Source: an optimization exercise on an open RTL-to-GDS flow (aim: a short achievable clock period and few clock cycles). Production flows keep margins and buffers that such runs may drop.
The RTL was checked by simulation tests, not by an equivalence proof against the original design.

==> willow: inputs <==
==> flow/design.v <==
module mips_pipe (
    input  wire        clk,
    input  wire        rst,
    output wire [31:0] imem_addr,
    input  wire [31:0] imem_rdata,
    output wire [31:0] dmem_addr,
    output wire [31:0] dmem_wdata,
    output wire [3:0]  dmem_be,
    output wire        dmem_read,
    output wire        dmem_write,
    input  wire [31:0] dmem_rdata,
    input  wire [4:0]  dbg_reg_sel,
    output wire [31:0] dbg_reg_data
);
localparam [31:0] RESET_PC = 32'h00400000;
localparam [31:0] RESET_SP = 32'h10211FFC;
localparam integer DIV_BITS = 8;                 
localparam integer DIV_CHUNKS = 32 / DIV_BITS;
reg [31:0] pc;
reg [31:0] regs [1:31];
reg [31:0] hi, lo;
reg        m_ld, m_st;
reg [31:0] m_addr, m_wdata;
reg [3:0]  m_be;
reg [1:0]  m_size;           
reg        m_uns;
reg [4:0]  m_rd;
reg        mul_pend;
reg [32:0] mul_a, mul_b;
reg        dv_busy;
reg [2:0]  dv_left;          
reg [31:0] dv_q;             
reg [31:0] dv_r;             
reg [31:0] dv_d;             
reg [33:0] dv_d3;            
reg        dv_qneg, dv_rneg;
assign dmem_addr  = m_addr;
assign dmem_wdata = m_wdata;
assign dmem_be    = m_be;
assign dmem_read  = m_ld;
assign dmem_write = m_st;
wire [15:0] ld_half = m_addr[1] ? dmem_rdata[31:16] : dmem_rdata[15:0];
wire [7:0]  ld_byte = m_addr[0] ? ld_half[15:8] : ld_half[7:0];
reg  [31:0] ld_data;
always @(*) begin
    case (m_size)
        2'd0:    ld_data = {{24{~m_uns & ld_byte[7]}}, ld_byte};
        2'd1:    ld_data = {{16{~m_uns & ld_half[15]}}, ld_half};
        default: ld_data = dmem_rdata;
    endcase
end
wire ld_wb = m_ld && (m_rd != 5'd0);
assign imem_addr = pc;
wire [31:0] ins = imem_rdata;
wire [5:0]  op = ins[31:26];
wire [4:0]  rs = ins[25:21];
wire [4:0]  rt = ins[20:16];
wire [4:0]  rd = ins[15:11];
wire [4:0]  sh = ins[10:6];
wire [5:0]  fn = ins[5:0];
wire [15:0] imm = ins[15:0];
wire [31:0] simm = {{16{imm[15]}}, imm};
wire [31:0] zimm = {16'b0, imm};
wire [31:0] rf_a = (rs == 5'd0) ? 32'b0 : regs[rs];
wire [31:0] rf_b = (rt == 5'd0) ? 32'b0 : regs[rt];
wire [31:0] a = (ld_wb && m_rd == rs) ? ld_data : rf_a;
wire [31:0] b = (ld_wb && m_rd == rt) ? ld_data : rf_b;
reg [31:0] dbg_or;
integer j;
always @(*) begin
    dbg_or = 32'b0;
    for (j = 1; j < 32; j = j + 1)
        dbg_or = dbg_or | (regs[j] & {32{dbg_reg_sel == j}});
end
assign dbg_reg_data = dbg_or;
wire rtype  = (op == 6'h00);
wire i_sll  = rtype && fn == 6'h00;
wire i_srl  = rtype && fn == 6'h02;
wire i_sra  = rtype && fn == 6'h03;
wire i_sllv = rtype && fn == 6'h04;
wire i_srlv = rtype && fn == 6'h06;
wire i_srav = rtype && fn == 6'h07;
wire i_jr   = rtype && fn == 6'h08;
wire i_mfhi = rtype && fn == 6'h10;
wire i_mthi = rtype && fn == 6'h11;
wire i_mflo = rtype && fn == 6'h12;
wire i_mtlo = rtype && fn == 6'h13;
wire i_mult = rtype && fn == 6'h18;
wire i_multu= rtype && fn == 6'h19;
wire i_div  = rtype && fn == 6'h1A;
wire i_divu = rtype && fn == 6'h1B;
wire i_add  = rtype && (fn == 6'h20 || fn == 6'h21);
wire i_sub  = rtype && (fn == 6'h22 || fn == 6'h23);
wire i_and  = rtype && fn == 6'h24;
wire i_or   = rtype && fn == 6'h25;
wire i_xor  = rtype && fn == 6'h26;
wire i_nor  = rtype && fn == 6'h27;
wire i_slt  = rtype && fn == 6'h2A;
wire i_sltu = rtype && fn == 6'h2B;
wire i_j    = (op == 6'h02);
wire i_jal  = (op == 6'h03);
wire i_beq  = (op == 6'h04);
wire i_bne  = (op == 6'h05);
wire i_addi = (op == 6'h08 || op == 6'h09);
wire i_slti = (op == 6'h0A);
wire i_sltiu= (op == 6'h0B);
wire i_andi = (op == 6'h0C);
wire i_ori  = (op == 6'h0D);
wire i_xori = (op == 6'h0E);
wire i_lui  = (op == 6'h0F);
wire i_lb   = (op == 6'h20);
wire i_lh   = (op == 6'h21);
wire i_lw   = (op == 6'h23);
wire i_lbu  = (op == 6'h24);
wire i_lhu  = (op == 6'h25);
wire i_sb   = (op == 6'h28);
wire i_sh   = (op == 6'h29);
wire i_sw   = (op == 6'h2B);
wire i_load  = i_lb | i_lh | i_lw | i_lbu | i_lhu;
wire i_store = i_sb | i_sh | i_sw;
wire i_hilo  = i_mfhi | i_mthi | i_mflo | i_mtlo | i_mult | i_multu | i_div | i_divu;
wire dv_last = dv_busy && (dv_left == 3'd1);
wire stall = dv_busy && !dv_last && i_hilo;
wire signed [32:0] mul_sa = mul_a;
wire signed [32:0] mul_sb = mul_b;
wire signed [65:0] prod = mul_sa * mul_sb;
wire [31:0] hi_eff = dv_last ? dv_hi : mul_pend ? prod[63:32] : hi;
wire [31:0] lo_eff = dv_last ? dv_lo : mul_pend ? prod[31:0]  : lo;
wire [31:0] pc4 = pc + 32'd4;
wire [31:0] sum    = a + (i_lui ? {imm, 16'b0} : (rtype ? b : simm));
wire [31:0] diff   = a - b;
wire signed [31:0] cmp_sa = a;
wire signed [31:0] cmp_sb = i_slti ? simm : b;
wire        lt_s   = cmp_sa < cmp_sb;
wire        lt_u   = a < (i_sltiu ? zimm : b);
wire [4:0]  shamt  = (i_sll | i_srl | i_sra) ? sh : a[4:0];
wire [31:0] shl    = b << shamt;
wire [31:0] shr    = b >> shamt;
wire signed [31:0] sh_sb = b;
wire [31:0] sha    = sh_sb >>> shamt;
reg  [31:0] res;
always @(*) begin
    res = sum;
    if (i_sub)               res = diff;
    if (i_and)               res = a & b;
    if (i_or)                res = a | b;
    if (i_xor)               res = a ^ b;
    if (i_nor)               res = ~(a | b);
    if (i_andi)              res = a & zimm;
    if (i_ori)               res = a | zimm;
    if (i_xori)              res = a ^ zimm;
    if (i_slt | i_slti)      res = {31'b0, lt_s};
    if (i_sltu | i_sltiu)    res = {31'b0, lt_u};
    if (i_sll | i_sllv)      res = shl;
    if (i_srl | i_srlv)      res = shr;
    if (i_sra | i_srav)      res = sha;
    if (i_mfhi)              res = hi_eff;
    if (i_mflo)              res = lo_eff;
    if (i_jal)               res = pc + 32'd8;
end
wire wr_rd = i_sll | i_srl | i_sra | i_sllv | i_srlv | i_srav | i_mfhi | i_mflo |
             i_add | i_sub | i_and | i_or | i_xor | i_nor | i_slt | i_sltu;
wire wr_rt = i_addi | i_slti | i_sltiu | i_andi | i_ori | i_xori | i_lui;
wire [4:0] wdst = i_jal ? 5'd31 : (wr_rd ? rd : rt);
wire       wen  = (wr_rd | wr_rt | i_jal) && !stall;
wire        eq     = (a == b);
wire        taken  = (i_beq & eq) | (i_bne & ~eq);
wire [31:0] br_tgt = pc4 + {simm[29:0], 2'b00};
wire [31:0] j_tgt  = {pc4[31:28], ins[25:0], 2'b00};
wire [31:0] npc    = stall ? pc :
                     i_jr ? a :
                     (i_j | i_jal) ? j_tgt :
                     taken ? br_tgt : pc4;
wire [31:0] ea = a + simm;
reg  [3:0]  st_be;
reg  [31:0] st_data;
always @(*) begin
    if (i_sb) begin
        st_be   = 4'b0001 << ea[1:0];
        st_data = {4{b[7:0]}};
    end else if (i_sh) begin
        st_be   = ea[1] ? 4'b1100 : 4'b0011;
        st_data = {2{b[15:0]}};
    end else begin
        st_be   = 4'b1111;
        st_data = b;
    end
end
reg [31:0] ds_r;
reg [31:0] ds_q;
reg [33:0] ds_r4;
reg [34:0] ds_t1, ds_t2, ds_t3;
integer k;
always @(*) begin
    ds_r = dv_r;
    ds_q = dv_q;
    for (k = 0; k < DIV_BITS / 2; k = k + 1) begin
        ds_r4 = {ds_r, ds_q[31:30]};
        ds_q  = {ds_q[29:0], 2'b00};
        ds_t1 = {1'b0, ds_r4} - {3'b0, dv_d};
        ds_t2 = {1'b0, ds_r4} - {2'b0, dv_d, 1'b0};
        ds_t3 = {1'b0, ds_r4} - {1'b0, dv_d3};
        if (!ds_t3[34]) begin
            ds_r = ds_t3[31:0];
            ds_q[1:0] = 2'd3;
        end else if (!ds_t2[34]) begin
            ds_r = ds_t2[31:0];
            ds_q[1:0] = 2'd2;
        end else if (!ds_t1[34]) begin
            ds_r = ds_t1[31:0];
            ds_q[1:0] = 2'd1;
        end else begin
            ds_r = ds_r4[31:0];
        end
    end
end
wire [31:0] dv_hi = dv_rneg ? -ds_r : ds_r;
wire [31:0] dv_lo = dv_qneg ? -ds_q : ds_q;
wire [31:0] dn = (i_div & a[31]) ? -a : a;
wire [31:0] dd = (i_div & b[31]) ? -b : b;
reg  [2:0]  dn_chunks;
integer c;
always @(*) begin
    dn_chunks = DIV_CHUNKS;
    for (c = DIV_CHUNKS - 1; c >= 0; c = c - 1)
        if ({32'b0, dn} < ({32'b0, dd} << (DIV_BITS * c))) dn_chunks = c;
end
wire [63:0] dn_init = {32'b0, dn} << (32 - DIV_BITS * dn_chunks);
integer i;
always @(posedge clk) begin
    if (rst) begin
        pc <= RESET_PC;
        for (i = 1; i < 32; i = i + 1) regs[i] <= 32'b0;
        regs[29] <= RESET_SP;
        hi <= 32'b0;
        lo <= 32'b0;
        m_ld <= 1'b0;
        m_st <= 1'b0;
        m_addr <= 32'b0;
        m_wdata <= 32'b0;
        m_be <= 4'b0;
        m_size <= 2'b0;
        m_uns <= 1'b0;
        m_rd <= 5'b0;
        mul_pend <= 1'b0;
        mul_a <= 33'b0;
        mul_b <= 33'b0;
        dv_busy <= 1'b0;
        dv_left <= 3'b0;
        dv_q <= 32'b0;
        dv_r <= 32'b0;
        dv_d <= 32'b0;
        dv_d3 <= 34'b0;
        dv_qneg <= 1'b0;
        dv_rneg <= 1'b0;
    end else begin
        pc <= npc;
        if (ld_wb) regs[m_rd] <= ld_data;
        if (wen && wdst != 5'd0) regs[wdst] <= res;
        m_ld    <= i_load && !stall;
        m_st    <= i_store && !stall;
        m_addr  <= ea;
        m_wdata <= st_data;
        m_be    <= st_be;
        m_size  <= (i_lb | i_lbu) ? 2'd0 : (i_lh | i_lhu) ? 2'd1 : 2'd2;
        m_uns   <= i_lbu | i_lhu;
        m_rd    <= rt;
        mul_pend <= 1'b0;
        hi <= hi_eff;
        lo <= lo_eff;
        if (!stall) begin
            if (i_mthi) hi <= a;
            if (i_mtlo) lo <= a;
            if (i_mult | i_multu) begin
                mul_pend <= 1'b1;
                mul_a <= {i_mult & a[31], a};
                mul_b <= {i_mult & b[31], b};
            end
        end
        if (dv_busy) begin
            dv_r <= ds_r;
            dv_q <= ds_q;
            dv_left <= dv_left - 3'd1;
            if (dv_last) dv_busy <= 1'b0;
        end
        if ((i_div | i_divu) && !stall) begin
            if (dn_chunks == 3'd0) begin
                hi <= a;
                lo <= 32'b0;
            end else begin
                dv_busy <= 1'b1;
                dv_left <= dn_chunks;
            end
            dv_r    <= dn_init[63:32];
            dv_q    <= dn_init[31:0];
            dv_d    <= dd;
            dv_d3   <= {2'b0, dd} + {1'b0, dd, 1'b0};
            dv_qneg <= i_div & (a[31] ^ b[31]);
            dv_rneg <= i_div & a[31];
        end
    end
end
endmodule
==> flow/flow/run.sh <==
#!/bin/bash
# The standard layout, unchanged synthesis and constraints, with
# repair_timing asked to leave setup slack beyond zero so that it shortens
# the paths that set the achieved period. Output goes to standard.log.
set -euo pipefail
bash standard.sh SETUP_SLACK_MARGIN=52 finish > standard.log 2>&1
==> flow/standard.sh <==
#!/bin/bash
# synth_recipe.tcl (not shown) runs the flow's synth.tcl, then flattens the netlist and writes it again
# the make line also repeats each setting of config.mk as NAME=value (left out here)
make -C /OpenROAD-flow-scripts/flow DESIGN_CONFIG=/design/flow/config.mk WORK_HOME=/design/flow/orfs CLKGATE_MAP_FILE= SYNTH_SCRIPT=/design/flow/synth_recipe.tcl "${@:-finish}"
==> flow/config.mk <==
export PLATFORM = sky130hd
export DESIGN_NAME = mips_pipe
export DESIGN_NICKNAME = mips_pipe
export VERILOG_FILES = /design/flow/design.v
export SDC_FILE = /design/flow/constraint.sdc
export NUM_CORES = 4
export LEC_CHECK = 0
export ABC_CLOCK_PERIOD_IN_PS = 15000
export CAP_MARGIN = 20
export CORE_MARGIN = 2
export CORE_UTILIZATION = 25
export PLACE_DENSITY = 0.45
export SLEW_MARGIN = 20
==> flow/constraint.sdc <==
create_clock -name core_clock -period 88.0 [get_ports {clk}]
set_input_delay 17.6000 -clock core_clock [delete_from_list [all_inputs] [get_ports {clk}]]
set_output_delay 17.6000 -clock core_clock [all_outputs]
set_load 0.01 [all_outputs]
==> raven: changes against willow <==
--- a/flow/design.v
+++ b/flow/design.v
@@ -16,15 +16,10 @@
 localparam [31:0] RESET_SP = 32'h10211FFC;
 localparam integer DIV_BITS = 8;                 
 localparam integer DIV_CHUNKS = 32 / DIV_BITS;
-reg [31:0] pc;
+reg [31:0] pc;               
+reg [31:0] ir;
 reg [31:0] regs [1:31];
 reg [31:0] hi, lo;
-reg        m_ld, m_st;
-reg [31:0] m_addr, m_wdata;
-reg [3:0]  m_be;
-reg [1:0]  m_size;           
-reg        m_uns;
-reg [4:0]  m_rd;
 reg        mul_pend;
 reg [32:0] mul_a, mul_b;
 reg        dv_busy;
@@ -34,24 +29,7 @@
 reg [31:0] dv_d;             
 reg [33:0] dv_d3;            
 reg        dv_qneg, dv_rneg;
-assign dmem_addr  = m_addr;
-assign dmem_wdata = m_wdata;
-assign dmem_be    = m_be;
-assign dmem_read  = m_ld;
-assign dmem_write = m_st;
-wire [15:0] ld_half = m_addr[1] ? dmem_rdata[31:16] : dmem_rdata[15:0];
-wire [7:0]  ld_byte = m_addr[0] ? ld_half[15:8] : ld_half[7:0];
-reg  [31:0] ld_data;
-always @(*) begin
-    case (m_size)
-        2'd0:    ld_data = {{24{~m_uns & ld_byte[7]}}, ld_byte};
-        2'd1:    ld_data = {{16{~m_uns & ld_half[15]}}, ld_half};
-        default: ld_data = dmem_rdata;
-    endcase
-end
-wire ld_wb = m_ld && (m_rd != 5'd0);
-assign imem_addr = pc;
-wire [31:0] ins = imem_rdata;
+wire [31:0] ins = ir;
 wire [5:0]  op = ins[31:26];
 wire [4:0]  rs = ins[25:21];
 wire [4:0]  rt = ins[20:16];
@@ -61,10 +39,8 @@
 wire [15:0] imm = ins[15:0];
 wire [31:0] simm = {{16{imm[15]}}, imm};
 wire [31:0] zimm = {16'b0, imm};
-wire [31:0] rf_a = (rs == 5'd0) ? 32'b0 : regs[rs];
-wire [31:0] rf_b = (rt == 5'd0) ? 32'b0 : regs[rt];
-wire [31:0] a = (ld_wb && m_rd == rs) ? ld_data : rf_a;
-wire [31:0] b = (ld_wb && m_rd == rt) ? ld_data : rf_b;
+wire [31:0] a = (rs == 5'd0) ? 32'b0 : regs[rs];
+wire [31:0] b = (rt == 5'd0) ? 32'b0 : regs[rt];
 reg [31:0] dbg_or;
 integer j;
 always @(*) begin
@@ -160,7 +136,7 @@
 end
 wire wr_rd = i_sll | i_srl | i_sra | i_sllv | i_srlv | i_srav | i_mfhi | i_mflo |
              i_add | i_sub | i_and | i_or | i_xor | i_nor | i_slt | i_sltu;
-wire wr_rt = i_addi | i_slti | i_sltiu | i_andi | i_ori | i_xori | i_lui;
+wire wr_rt = i_addi | i_slti | i_sltiu | i_andi | i_ori | i_xori | i_lui | i_load;
 wire [4:0] wdst = i_jal ? 5'd31 : (wr_rd ? rd : rt);
 wire       wen  = (wr_rd | wr_rt | i_jal) && !stall;
 wire        eq     = (a == b);
@@ -171,6 +147,7 @@
                      i_jr ? a :
                      (i_j | i_jal) ? j_tgt :
                      taken ? br_tgt : pc4;
+assign imem_addr = rst ? RESET_PC : npc;
 wire [31:0] ea = a + simm;
 reg  [3:0]  st_be;
 reg  [31:0] st_data;
@@ -186,38 +163,23 @@
         st_data = b;
     end
 end
-reg [31:0] ds_r;
-reg [31:0] ds_q;
-reg [33:0] ds_r4;
-reg [34:0] ds_t1, ds_t2, ds_t3;
-integer k;
+assign dmem_addr  = ea;
+assign dmem_wdata = st_data;
+assign dmem_be    = st_be;
+assign dmem_read  = i_load;
+assign dmem_write = i_store && !stall && !rst;
+wire [15:0] ld_half = ea[1] ? dmem_rdata[31:16] : dmem_rdata[15:0];
+wire [7:0]  ld_byte = ea[0] ? ld_half[15:8] : ld_half[7:0];
+reg  [31:0] ld_data;
 always @(*) begin
-    ds_r = dv_r;
-    ds_q = dv_q;
-    for (k = 0; k < DIV_BITS / 2; k = k + 1) begin
-        ds_r4 = {ds_r, ds_q[31:30]};
-        ds_q  = {ds_q[29:0], 2'b00};
-        ds_t1 = {1'b0, ds_r4} - {3'b0, dv_d};
-        ds_t2 = {1'b0, ds_r4} - {2'b0, dv_d, 1'b0};
-        ds_t3 = {1'b0, ds_r4} - {1'b0, dv_d3};
-        if (!ds_t3[34]) begin
-            ds_r = ds_t3[31:0];
-            ds_q[1:0] = 2'd3;
-        end else if (!ds_t2[34]) begin
-            ds_r = ds_t2[31:0];
-            ds_q[1:0] = 2'd2;
-        end else if (!ds_t1[34]) begin
-            ds_r = ds_t1[31:0];
-            ds_q[1:0] = 2'd1;
-        end else begin
-            ds_r = ds_r4[31:0];
-        end
-    end
+    if (i_lb | i_lbu)      ld_data = {{24{i_lb & ld_byte[7]}}, ld_byte};
+    else if (i_lh | i_lhu) ld_data = {{16{i_lh & ld_half[15]}}, ld_half};
+    else                   ld_data = dmem_rdata;
 end
-wire [31:0] dv_hi = dv_rneg ? -ds_r : ds_r;
-wire [31:0] dv_lo = dv_qneg ? -ds_q : ds_q;
+wire [31:0] wdata = i_load ? ld_data : res;
 wire [31:0] dn = (i_div & a[31]) ? -a : a;
 wire [31:0] dd = (i_div & b[31]) ? -b : b;
+wire [33:0] dd3 = {2'b0, dd} + {1'b0, dd, 1'b0};
 reg  [2:0]  dn_chunks;
 integer c;
 always @(*) begin
@@ -226,22 +188,25 @@
         if ({32'b0, dn} < ({32'b0, dd} << (DIV_BITS * c))) dn_chunks = c;
 end
 wire [63:0] dn_init = {32'b0, dn} << (32 - DIV_BITS * dn_chunks);
+wire [31:0] d0_r, d0_q;
+div_steps first (.r(dn_init[63:32]), .q(dn_init[31:0]), .d(dd), .d3(dd3),
+                 .r_out(d0_r), .q_out(d0_q));
+wire        d0_qneg = i_div & (a[31] ^ b[31]);
+wire        d0_rneg = i_div & a[31];
+wire [31:0] ds_r, ds_q;
+div_steps next (.r(dv_r), .q(dv_q), .d(dv_d), .d3(dv_d3),
+                .r_out(ds_r), .q_out(ds_q));
+wire [31:0] dv_hi = dv_rneg ? -ds_r : ds_r;
+wire [31:0] dv_lo = dv_qneg ? -ds_q : ds_q;
 integer i;
 always @(posedge clk) begin
     if (rst) begin
         pc <= RESET_PC;
+        ir <= imem_rdata;
         for (i = 1; i < 32; i = i + 1) regs[i] <= 32'b0;
         regs[29] <= RESET_SP;
         hi <= 32'b0;
         lo <= 32'b0;
-        m_ld <= 1'b0;
-        m_st <= 1'b0;
-        m_addr <= 32'b0;
-        m_wdata <= 32'b0;
-        m_be <= 4'b0;
-        m_size <= 2'b0;
-        m_uns <= 1'b0;
-        m_rd <= 5'b0;
         mul_pend <= 1'b0;
         mul_a <= 33'b0;
         mul_b <= 33'b0;
@@ -255,16 +220,8 @@
         dv_rneg <= 1'b0;
     end else begin
         pc <= npc;
-        if (ld_wb) regs[m_rd] <= ld_data;
-        if (wen && wdst != 5'd0) regs[wdst] <= res;
-        m_ld    <= i_load && !stall;
-        m_st    <= i_store && !stall;
-        m_addr  <= ea;
-        m_wdata <= st_data;
-        m_be    <= st_be;
-        m_size  <= (i_lb | i_lbu) ? 2'd0 : (i_lh | i_lhu) ? 2'd1 : 2'd2;
-        m_uns   <= i_lbu | i_lhu;
-        m_rd    <= rt;
+        ir <= imem_rdata;
+        if (wen && wdst != 5'd0) regs[wdst] <= wdata;
         mul_pend <= 1'b0;
         hi <= hi_eff;
         lo <= lo_eff;
@@ -287,16 +244,55 @@
             if (dn_chunks == 3'd0) begin
                 hi <= a;
                 lo <= 32'b0;
+            end else if (dn_chunks == 3'd1) begin
+                hi <= d0_rneg ? -d0_r : d0_r;
+                lo <= d0_qneg ? -d0_q : d0_q;
             end else begin
                 dv_busy <= 1'b1;
-                dv_left <= dn_chunks;
+                dv_left <= dn_chunks - 3'd1;
             end
-            dv_r    <= dn_init[63:32];
-            dv_q    <= dn_init[31:0];
+            dv_r    <= d0_r;
+            dv_q    <= d0_q;
             dv_d    <= dd;
-            dv_d3   <= {2'b0, dd} + {1'b0, dd, 1'b0};
-            dv_qneg <= i_div & (a[31] ^ b[31]);
-            dv_rneg <= i_div & a[31];
+            dv_d3   <= dd3;
+            dv_qneg <= d0_qneg;
+            dv_rneg <= d0_rneg;
+        end
+    end
+end
+endmodule
+module div_steps (
+    input  wire [31:0] r,
+    input  wire [31:0] q,
+    input  wire [31:0] d,
+    input  wire [33:0] d3,           
+    output reg  [31:0] r_out,
+    output reg  [31:0] q_out
+);
+localparam integer DIV_BITS = 8;
+reg [33:0] r4;
+reg [34:0] t1, t2, t3;
+integer k;
+always @(*) begin
+    r_out = r;
+    q_out = q;
+    for (k = 0; k < DIV_BITS / 2; k = k + 1) begin
+        r4    = {r_out, q_out[31:30]};
+        q_out = {q_out[29:0], 2'b00};
+        t1 = {1'b0, r4} - {3'b0, d};
+        t2 = {1'b0, r4} - {2'b0, d, 1'b0};
+        t3 = {1'b0, r4} - {1'b0, d3};
+        if (!t3[34]) begin
+            r_out = t3[31:0];
+            q_out[1:0] = 2'd3;
+        end else if (!t2[34]) begin
+            r_out = t2[31:0];
+            q_out[1:0] = 2'd2;
+        end else if (!t1[34]) begin
+            r_out = t1[31:0];
+            q_out[1:0] = 2'd1;
+        end else begin
+            r_out = r4[31:0];
         end
     end
 end
==> comparison table <==
Run status: willow no timing/DRC/antenna violations; raven no timing/DRC/antenna violations
Final instance count without filler cells: willow 26902; raven 29900
Area of the placeable core: willow 650000 µm²; raven 703000 µm²
Period utilization: willow 42.5%; raven 42.4%
Crit path max fanout: willow 7; raven 8
Multi-input gates: willow 13995; raven 15977
Number of antenna violations at the first check in global routing: willow 88; raven 85
Cell area after layout: willow 188000 µm²; raven 202000 µm²
Compound-Gate Fraction of Synth Area: willow 19.0%; raven 19.0%
Synthesis-to-finish area growth: willow 15.3%; raven 14.8%
Mux share of post-synthesis cell area: willow 10.5%; raven 9.16%
Area of the mapped netlist: willow 163000 µm²; raven 176000 µm²
First-pass GRT wire length: willow 1280000 µm; raven 1360000 µm
Testbench counts of willow, summed over its fixed seeds: cycles 15,676.
Testbench counts of raven, summed over its fixed seeds: cycles 15,589.

[what the ideal ports hide]
How much do the figures lean on ideal ports? The routed layouts below were timed once more, with nothing changed but the port constraints. Step 1: set_driving_cell puts a clkbuf_16 on clk and a buf_2 on each other input, an assumption about the parent block. Step 2 times the ports against the registers' clock, not the clock port: input delays grow and output delays shrink by t, the midpoint of the rising clock arrivals with the driver on. a / b / c = ideal ports / drivers / drivers and shift; a / b = the first two.
| run | t (ns) | setup slack, ns | slew at the worst register clock pin (ns) |
|---|---|---|---|
| willow | 1.079 | 50.636 / 50.558 / 50.558 | 0.07 / 0.07 |
| raven | 1.034 | 50.664 / 50.588 / 50.588 | 0.07 / 0.07 |
After both steps setup and hold are still met in every run listed. For willow, which loses most, drivers alone change the setup slack by -0.078 ns; drivers and shift together by -0.078 ns.
